This is an optimization exercise on Yosys and OpenROAD, whose aim is small area, not a production implementation. At most, simulation tests tie the RTL to the original design; equivalence was not proved. Power is estimated from default activity; no workload was simulated. No driver is modelled on the clock port, so clocking that relies on it looks cheaper here than on a real chip.

==> module router, before the edit <==
module router(
    input clock, reset_n,
    input [7:0] frame_n, valid_n, di,
    output [7:0] dout, valido_n, frameo_n
);
    reg init;
    wire [39:0] wv;
    always @(posedge clock) if (!reset_n) init <= 1'b1; else if (wv[4:0] == 5'd31) init <= 1'b0;
    wire [7:0] pend, granted;
    wire [23:0] aq;
    wire [63:0] grant;            
    wire [7:0] we_all;
    wire [31:0] head_all;
    wire [39:0] m_all;
    wire [9:0] cact, cstr;
    wire [29:0] ctq;
    wire [39:0] cts;
    wire [79:0] cq;               
    wire [159:0] csd;             
    genvar i, q, s, c;
    generate
        for (c = 0; c < 10; c = c + 1) begin : g_dec
            for (q = 0; q < 8; q = q + 1) begin : g_dq
                assign cq[8*c + q] = cact[c] & cstr[c] & (ctq[3*c +: 3] == q);
            end
            for (s = 0; s < 16; s = s + 1) begin : g_ds
                assign csd[16*c + s] = (cts[4*c +: 4] == s);
            end
        end
        for (i = 0; i < 8; i = i + 1) begin : g_in
            wire [31:0] ra, rb;
            wire cur;
            wire st;
            ingress #(.SHARED(i < 5), .WRST(i == 0)) ip (.clock(clock), .reset_n(reset_n), .frame_n(frame_n[i]),
                .valid_n(valid_n[i]), .di(di[i]), .granted(granted[i]), .start(st),
                .pend(pend[i]), .aq(aq[3*i +: 3]), .w(wv[5*i +: 5]), .cur(cur), .ra(ra), .rb(rb));
            wire [7:0] g;
            assign granted[i] = |g;
            wire [3:0] hd;
            wire [4:0] m;
            for (q = 0; q < 8; q = q + 1) begin : g_g
                assign g[q] = grant[8*q + i];
            end
            assign st = |(g & we_all);
            sel8 #(.W(4)) sh (.s(g), .d(head_all), .y(hd));
            sel8 #(.W(5)) sm (.s(g), .d(m_all), .y(m));
            if (i < 6) begin : g_one
                selector #(.TWO(1), .OWNQ(i >= 5), .EXTCNT(i < 5), .LIVE(i < 3)) ch (.clock(clock), .reset_n(reset_n),
                    .start(st), .aq(aq[3*i +: 3]), .hd(hd), .m(m), .w(wv[5*i +: 5]),
                    .rsel(cur), .ra(rb), .rb(ra), .act(cact[i]), .tq(ctq[3*i +: 3]),
                    .ts(cts[4*i +: 4]), .stream(cstr[i]));
            end else begin : g_two
                selector #(.TWO(0), .OWNQ(1)) cha (.clock(clock), .reset_n(reset_n),
                    .start(st & cur), .aq(aq[3*i +: 3]), .hd(hd), .m(m), .w(wv[5*i +: 5]),
                    .rsel(1'b0), .ra(ra), .rb(ra), .act(cact[i]), .tq(ctq[3*i +: 3]),
                    .ts(cts[4*i +: 4]), .stream(cstr[i]));
                selector #(.TWO(0), .OWNQ(1)) chb (.clock(clock), .reset_n(reset_n),
                    .start(st & ~cur), .aq(aq[3*i +: 3]), .hd(hd), .m(m), .w(wv[5*i +: 5]),
                    .rsel(1'b0), .ra(rb), .rb(rb), .act(cact[i+2]), .tq(ctq[3*(i+2) +: 3]),
                    .ts(cts[4*(i+2) +: 4]), .stream(cstr[i+2]));
            end
        end
        for (q = 0; q < 8; q = q + 1) begin : g_q
            wire [7:0] req;
            for (i = 0; i < 8; i = i + 1) begin : g_r
                assign req[i] = pend[i] & (aq[3*i +: 3] == q);
            end
            for (i = 0; i < 8; i = i + 1) begin : g_w
                if (i == 0) assign grant[8*q] = req[0];
                else assign grant[8*q + i] = req[i] & ~|req[i-1:0];
            end
            wire [9:0] cqq;
            for (c = 0; c < 10; c = c + 1) begin : g_c
                assign cqq[c] = cq[8*c + q];
            end
            fifo3 f (.clock(clock), .reset_n(reset_n), .init(init), .req(req),
                .cq(cqq), .csd(csd), .we(we_all[q]),
                .head(head_all[4*q +: 4]), .m(m_all[5*q +: 5]),
                .dout(dout[q]), .valido_n(valido_n[q]));
            assign frameo_n[q] = valido_n[q];
        end
    endgenerate
endmodule
clock: 12.0 ns
lec_check: 0
cap_margin: 20
core_margin: 2
core_utilization: 50
slew_margin: 30
standard.sh (not shown) runs the stock make flow with config.mk's settings and CLKGATE_MAP_FILE= SYNTH_SCRIPT=/design/flow/synth_recipe.tcl, a recipe that flattens the netlist after the stock synthesis.
==> flow/flow/run.sh <==
#!/bin/bash
# The standard layout (standard.sh), with two changes:
#  - synthesis maps the logic with an area-oriented ABC script
#    (strash; dch -f; amap -m) instead of ORFS's delay-oriented one; every step
#    before it, flip-flop mapping included, is unchanged, so the registers are
#    the standard synthesis's;
#  - the clock tree is built from sink clusters of up to 32 flip-flops within
#    80 um, driven by clkbuf_16, without dummy loads.
set -eo pipefail
rm -rf scripts_abc
cp -r "$FLOW_HOME/scripts" scripts_abc
printf 'strash\ndch -f\namap -m\n' > scripts_abc/abc_speed.script
export SCRIPTS_DIR="$PWD/scripts_abc"
export CTS_ARGS="-sink_clustering_enable -repair_clock_nets -sink_clustering_size 36 -sink_clustering_max_diameter 70 -buf_list sky130_fd_sc_hd__clkbuf_16 -dont_use_dummy_load"
bash standard.sh > standard.log 2>&1
==> next run, changes <==
--- a/flow/design.v
+++ b/flow/design.v
@@ -200,9 +200,9 @@
             assign st = |(g & we_all);
             sel8 #(.W(4)) sh (.s(g), .d(head_all), .y(hd));
             sel8 #(.W(5)) sm (.s(g), .d(m_all), .y(m));
             if (i < 6) begin : g_one
-                selector #(.TWO(1), .OWNQ(i >= 5), .EXTCNT(i < 5), .LIVE(i < 3)) ch (.clock(clock), .reset_n(reset_n),
+                selector #(.TWO(1), .OWNQ(i >= 5), .EXTCNT(i < 5), .LIVE(i < 4)) ch (.clock(clock), .reset_n(reset_n),
                     .start(st), .aq(aq[3*i +: 3]), .hd(hd), .m(m), .w(wv[5*i +: 5]),
                     .rsel(cur), .ra(rb), .rb(ra), .act(cact[i]), .tq(ctq[3*i +: 3]),
                     .ts(cts[4*i +: 4]), .stream(cstr[i]));
             end else begin : g_two
Global-route usage goes up by 0.35 points.
Register-to-register slack gets worse by 360 ps.
Count of clock-buffer cells in the layout is unchanged.
Die area hardly moves.
Cell area barely changes.
Only the layout flow was run in the first run of this note; the RTL was not checked for function there.

Setup of lane 4:
Another version of the RTL of router (not shown whole).
Size: ~9300 cells after synthesis, about 5000 flip-flops, about 50 I/O pins, roughly 130000 um^2 of cells after synthesis.
==> module ingress, before the edit <==
module ingress #(parameter SHARED = 0, parameter WRST = 0) (
    input clock, reset_n,
    input frame_n, valid_n, di,
    input granted,
    input start,                
    output reg pend,
    output reg [2:0] aq,
    output reg [4:0] w,
    output reg cur,
    output reg [31:0] ra, rb
);
    reg [1:0] ca;
    reg [2:0] ain;
    reg d1;
    wire last = !valid_n & frame_n;
    always @(posedge clock) begin
        ra <= {ra[30:0], (!valid_n & !cur) ? di : ra[31]};
        rb <= {rb[30:0], (!valid_n & cur) ? di : rb[31]};
        if (last) cur <= ~cur;
        if (!reset_n) begin
            ca <= 2'd0;
            d1 <= 1'b0;
            pend <= 1'b0;
        end else begin
            if (frame_n & valid_n) ca <= 2'd0;
            else if (!frame_n & valid_n & (ca != 2'd3)) begin
                ca <= ca + 2'd1;
                ain <= {di, ain[2:1]};
            end
            d1 <= last;
            if (d1) pend <= 1'b1;
            else if (granted) pend <= 1'b0;
        end
        if (d1) aq <= ain;
        if (SHARED) begin
            if (d1 | start | (WRST && !reset_n)) w <= 5'd0;
            else w <= w + 5'd1;
        end else begin
            if (d1) w <= 5'd0;
            else if (pend) w <= {2'b00, w[2:0] + 3'd1};
        end
    end
endmodule
==> module selector, before the edit <==
module selector #(parameter TWO = 1, parameter OWNQ = 1, parameter EXTCNT = 0,
                  parameter LIVE = 0) (
    input clock, reset_n, start,
    input [2:0] aq,             
    input [3:0] hd,             
    input [4:0] m,              
    input [4:0] w,              
    input rsel,                 
    input [31:0] ra, rb,
    output reg act,
    output [2:0] tq,
    output reg [3:0] ts,
    output stream
);
    reg [4:0] kp, cnt;
    reg rs;
    reg [2:0] tqr;
    always @(posedge clock) begin
        if (!reset_n) act <= 1'b0;
        else if (start) act <= 1'b1;
        else if (EXTCNT ? (w == 5'd31) : (cnt == 5'd0)) act <= 1'b0;
        if (start) begin
            tqr <= aq;
            ts <= hd;
            rs <= rsel;
            kp <= m + w[2:0];
            cnt <= 5'd31;
        end else begin
            cnt <= cnt - 5'd1;
        end
    end
    assign tq = OWNQ ? tqr : aq;
    wire [31:0] r = (TWO && (LIVE ? rsel : rs)) ? rb : ra;
    assign stream = r[kp];
endmodule
==> module router, before the edit <==
module router(
    input clock, reset_n,
    input [7:0] frame_n, valid_n, di,
    output [7:0] dout, valido_n, frameo_n
);
    reg init;
    wire [39:0] wv;
    always @(posedge clock) if (!reset_n) init <= 1'b1; else if (wv[4:0] == 5'd31) init <= 1'b0;
    wire [7:0] pend, granted;
    wire [23:0] aq;
    wire [63:0] grant;            
    wire [7:0] we_all;
    wire [31:0] head_all;
    wire [39:0] m_all;
    wire [9:0] cact, cstr;
    wire [29:0] ctq;
    wire [39:0] cts;
    wire [79:0] cq;               
    wire [159:0] csd;             
    genvar i, q, s, c;
    generate
        for (c = 0; c < 10; c = c + 1) begin : g_dec
            for (q = 0; q < 8; q = q + 1) begin : g_dq
                assign cq[8*c + q] = cact[c] & (ctq[3*c +: 3] == q);
            end
            for (s = 0; s < 16; s = s + 1) begin : g_ds
                assign csd[16*c + s] = (cts[4*c +: 4] == s) & cstr[c];
            end
        end
        for (i = 0; i < 8; i = i + 1) begin : g_in
            wire [31:0] ra, rb;
            wire cur;
            wire st;
            ingress #(.SHARED(i < 5), .WRST(i == 0)) ip (.clock(clock), .reset_n(reset_n), .frame_n(frame_n[i]),
                .valid_n(valid_n[i]), .di(di[i]), .granted(granted[i]), .start(st),
                .pend(pend[i]), .aq(aq[3*i +: 3]), .w(wv[5*i +: 5]), .cur(cur), .ra(ra), .rb(rb));
            wire [7:0] g;
            assign granted[i] = |g;
            wire [3:0] hd;
            wire [4:0] m;
            for (q = 0; q < 8; q = q + 1) begin : g_g
                assign g[q] = grant[8*q + i];
            end
            assign st = |(g & we_all);
            sel8 #(.W(4)) sh (.s(g), .d(head_all), .y(hd));
            sel8 #(.W(5)) sm (.s(g), .d(m_all), .y(m));
            if (i < 6) begin : g_one
                selector #(.TWO(1), .OWNQ(i >= 5), .EXTCNT(i < 5), .LIVE(i < 3)) ch (.clock(clock), .reset_n(reset_n),
                    .start(st), .aq(aq[3*i +: 3]), .hd(hd), .m(m), .w(wv[5*i +: 5]),
                    .rsel(cur), .ra(rb), .rb(ra), .act(cact[i]), .tq(ctq[3*i +: 3]),
                    .ts(cts[4*i +: 4]), .stream(cstr[i]));
            end else begin : g_two
                selector #(.TWO(0), .OWNQ(1)) cha (.clock(clock), .reset_n(reset_n),
                    .start(st & cur), .aq(aq[3*i +: 3]), .hd(hd), .m(m), .w(wv[5*i +: 5]),
                    .rsel(1'b0), .ra(ra), .rb(ra), .act(cact[i]), .tq(ctq[3*i +: 3]),
                    .ts(cts[4*i +: 4]), .stream(cstr[i]));
                selector #(.TWO(0), .OWNQ(1)) chb (.clock(clock), .reset_n(reset_n),
                    .start(st & ~cur), .aq(aq[3*i +: 3]), .hd(hd), .m(m), .w(wv[5*i +: 5]),
                    .rsel(1'b0), .ra(rb), .rb(rb), .act(cact[i+2]), .tq(ctq[3*(i+2) +: 3]),
                    .ts(cts[4*(i+2) +: 4]), .stream(cstr[i+2]));
            end
        end
        for (q = 0; q < 8; q = q + 1) begin : g_q
            wire [7:0] req;
            for (i = 0; i < 8; i = i + 1) begin : g_r
                assign req[i] = pend[i] & (aq[3*i +: 3] == q);
            end
            for (i = 0; i < 8; i = i + 1) begin : g_w
                if (i == 0) assign grant[8*q] = req[0];
                else assign grant[8*q + i] = req[i] & ~|req[i-1:0];
            end
            wire [9:0] cqq;
            for (c = 0; c < 10; c = c + 1) begin : g_c
                assign cqq[c] = cq[8*c + q];
            end
            fifo3 f (.clock(clock), .reset_n(reset_n), .init(init), .req(req),
                .cq(cqq), .csd(csd), .we(we_all[q]),
                .head(head_all[4*q +: 4]), .m(m_all[5*q +: 5]),
                .dout(dout[q]), .valido_n(valido_n[q]));
            assign frameo_n[q] = valido_n[q];
        end
    endgenerate
endmodule
export LEC_CHECK = 0
export CAP_MARGIN = 20
export CORE_MARGIN = 2
export CORE_UTILIZATION = 35
export SLEW_MARGIN = 30
create_clock -name core_clock -period 12.0 [get_ports {clock}]
==> flow/flow/run.sh <==
#!/bin/bash
# The standard layout (standard.sh), with two changes:
#  - synthesis maps the logic with an area-oriented ABC script
#    (strash; dch -f; amap -m) instead of ORFS's delay-oriented one; every step
#    before it, flip-flop mapping included, is unchanged, so the registers are
#    the standard synthesis's;
#  - the clock tree is built from sink clusters of up to 32 flip-flops within
#    80 um, driven by clkbuf_16, without dummy loads.
set -eo pipefail
rm -rf scripts_abc
cp -r "$FLOW_HOME/scripts" scripts_abc
printf 'strash\ndch -f\namap -m\n' > scripts_abc/abc_speed.script
export SCRIPTS_DIR="$PWD/scripts_abc"
export CTS_ARGS="-sink_clustering_enable -repair_clock_nets -sink_clustering_size 32 -sink_clustering_max_diameter 80 -buf_list sky130_fd_sc_hd__clkbuf_16 -dont_use_dummy_load"
bash standard.sh > standard.log 2>&1
[inputs] lane 2 vs lane 4
--- a/flow/design.v
+++ b/flow/design.v
@@ -1,8 +1,8 @@
 `timescale 1ns/1ps
-module ingress #(parameter SHARED = 0, parameter WRST = 0) (
+module ingress #(parameter SHARED = 0) (
     input clock, reset_n,
     input frame_n, valid_n, di,
     input granted,
     input start,                
     output reg pend,
     output reg [2:0] aq,
@@ -31,23 +31,22 @@
             d1 <= last;
             if (d1) pend <= 1'b1;
             else if (granted) pend <= 1'b0;
         end
         if (d1) aq <= ain;
         if (SHARED) begin
-            if (d1 | start | (WRST && !reset_n)) w <= 5'd0;
+            if (d1 | start) w <= 5'd0;
             else w <= w + 5'd1;
         end else begin
             if (d1) w <= 5'd0;
             else if (pend) w <= {2'b00, w[2:0] + 3'd1};
         end
     end
 endmodule
 `timescale 1ns/1ps
-module selector #(parameter TWO = 1, parameter OWNQ = 1, parameter EXTCNT = 0,
-                  parameter LIVE = 0) (
+module selector #(parameter TWO = 1, parameter OWNQ = 1, parameter EXTCNT = 0) (
     input clock, reset_n, start,
     input [2:0] aq,             
     input [3:0] hd,             
     input [4:0] m,              
     input [4:0] w,              
     input rsel,                 
@@ -72,13 +71,13 @@
             cnt <= 5'd31;
         end else begin
             cnt <= cnt - 5'd1;
         end
     end
     assign tq = OWNQ ? tqr : aq;
-    wire [31:0] r = (TWO && (LIVE ? rsel : rs)) ? rb : ra;
+    wire [31:0] r = (TWO && rs) ? rb : ra;
     assign stream = r[kp];
 endmodule
 `timescale 1ns/1ps
 module rf32 (
     input clock, x, clr,
     output r1
@@ -156,17 +155,19 @@
 `timescale 1ns/1ps
 module router(
     input clock, reset_n,
     input [7:0] frame_n, valid_n, di,
     output [7:0] dout, valido_n, frameo_n
 );
+    reg [4:0] G;
+    always @(posedge clock) if (!reset_n) G <= 5'd0; else G <= G + 5'd1;
     reg init;
-    wire [39:0] wv;
-    always @(posedge clock) if (!reset_n) init <= 1'b1; else if (wv[4:0] == 5'd31) init <= 1'b0;
+    always @(posedge clock) if (!reset_n) init <= 1'b1; else if (G == 5'd31) init <= 1'b0;
     wire [7:0] pend, granted;
     wire [23:0] aq;
+    wire [39:0] wv;
     wire [63:0] grant;            
     wire [7:0] we_all;
     wire [31:0] head_all;
     wire [39:0] m_all;
     wire [9:0] cact, cstr;
     wire [29:0] ctq;
@@ -184,13 +185,13 @@
             end
         end
         for (i = 0; i < 8; i = i + 1) begin : g_in
             wire [31:0] ra, rb;
             wire cur;
             wire st;
-            ingress #(.SHARED(i < 5), .WRST(i == 0)) ip (.clock(clock), .reset_n(reset_n), .frame_n(frame_n[i]),
+            ingress #(.SHARED(i < 5)) ip (.clock(clock), .reset_n(reset_n), .frame_n(frame_n[i]),
                 .valid_n(valid_n[i]), .di(di[i]), .granted(granted[i]), .start(st),
                 .pend(pend[i]), .aq(aq[3*i +: 3]), .w(wv[5*i +: 5]), .cur(cur), .ra(ra), .rb(rb));
             wire [7:0] g;
             assign granted[i] = |g;
             wire [3:0] hd;
             wire [4:0] m;
@@ -198,13 +199,13 @@
                 assign g[q] = grant[8*q + i];
             end
             assign st = |(g & we_all);
             sel8 #(.W(4)) sh (.s(g), .d(head_all), .y(hd));
             sel8 #(.W(5)) sm (.s(g), .d(m_all), .y(m));
             if (i < 6) begin : g_one
-                selector #(.TWO(1), .OWNQ(i >= 5), .EXTCNT(i < 5), .LIVE(i < 3)) ch (.clock(clock), .reset_n(reset_n),
+                selector #(.TWO(1), .OWNQ(i >= 5), .EXTCNT(i < 5)) ch (.clock(clock), .reset_n(reset_n),
                     .start(st), .aq(aq[3*i +: 3]), .hd(hd), .m(m), .w(wv[5*i +: 5]),
                     .rsel(cur), .ra(rb), .rb(ra), .act(cact[i]), .tq(ctq[3*i +: 3]),
                     .ts(cts[4*i +: 4]), .stream(cstr[i]));
             end else begin : g_two
                 selector #(.TWO(0), .OWNQ(1)) cha (.clock(clock), .reset_n(reset_n),
                     .start(st & cur), .aq(aq[3*i +: 3]), .hd(hd), .m(m), .w(wv[5*i +: 5]),
--- outcome ---
Note that the maximum number of pins on one net before global-route repair recorded for lane 2 amounts to 0.804 times the value seen in lane 4. Lane 2: non-clock buffer count is 2 lower than what lane 4 reported. Compared with lane 4, lane 2 shows a lower worst hold slack. Between lane 2 and lane 4, the fraction of cell area in non-clock buffers figures differ only marginally. As of lane 2, synthesized cell count had risen slightly compared to lane 4. Cell at the slowest stage of the critical path = clkinv_1: lane 2; cell at the slowest stage of the critical path = dfxtp_1: lane 4. Global routing usage summed across all routing layers of lane 2 is on par with lane 4. Taking lane 4 as the reference, in lane 2 relative area of clock buffers and inverters in the final design now sits at about the same level; utilization now sits at about the same level. Looking at lane 4 and lane 2, the power in the clock group is a wash. [compare] base=lane 4 new=lane 2: synthesized netlist net count rose by 59, area after synthesis did not really move, worst slack after detailed placement decreased by 0.64 ns relative to the old numbers, number of synthesized register bits saw little to no change.

-- static timing again, ports no longer ideal --
In the flow no input, the clock included, has a driving cell. The finished layouts below were timed again as built, in two steps. Step 1 sets driving cells, clkbuf_16 on the clock port and buf_2 on the other inputs (assumed; they add their load-dependent delay and slew). Step 2 also shifts input and output timing later by t, the mid clock arrival at the registers, as if the neighbouring blocks saw the same clock. Three values: ideal ports, drivers, drivers and shift; two values: the first two.
run | t (ns) | slack for setup (ns) | worst setup path at the end | clock arrival spread, ns | worst slew at a driven data input, ns
the first run of note 1 | 0.939 | 5.925 / 5.825 / 5.943 | register to register | 0.184 / 0.184 | 0.06
the second run of note 1 | 0.934 | 5.582 / 5.582 / 5.582 | register to register | 0.192 / 0.192 | 0.06
lane 4 | 1.023 | 5.671 / 5.563 / 5.989 | register to register | 0.130 / 0.130 | 0.06
lane 2 | 1.006 | 5.031 / 5.031 / 5.031 | register to register | 0.170 / 0.170 | 0.06
After both steps every run listed still meets setup and hold.
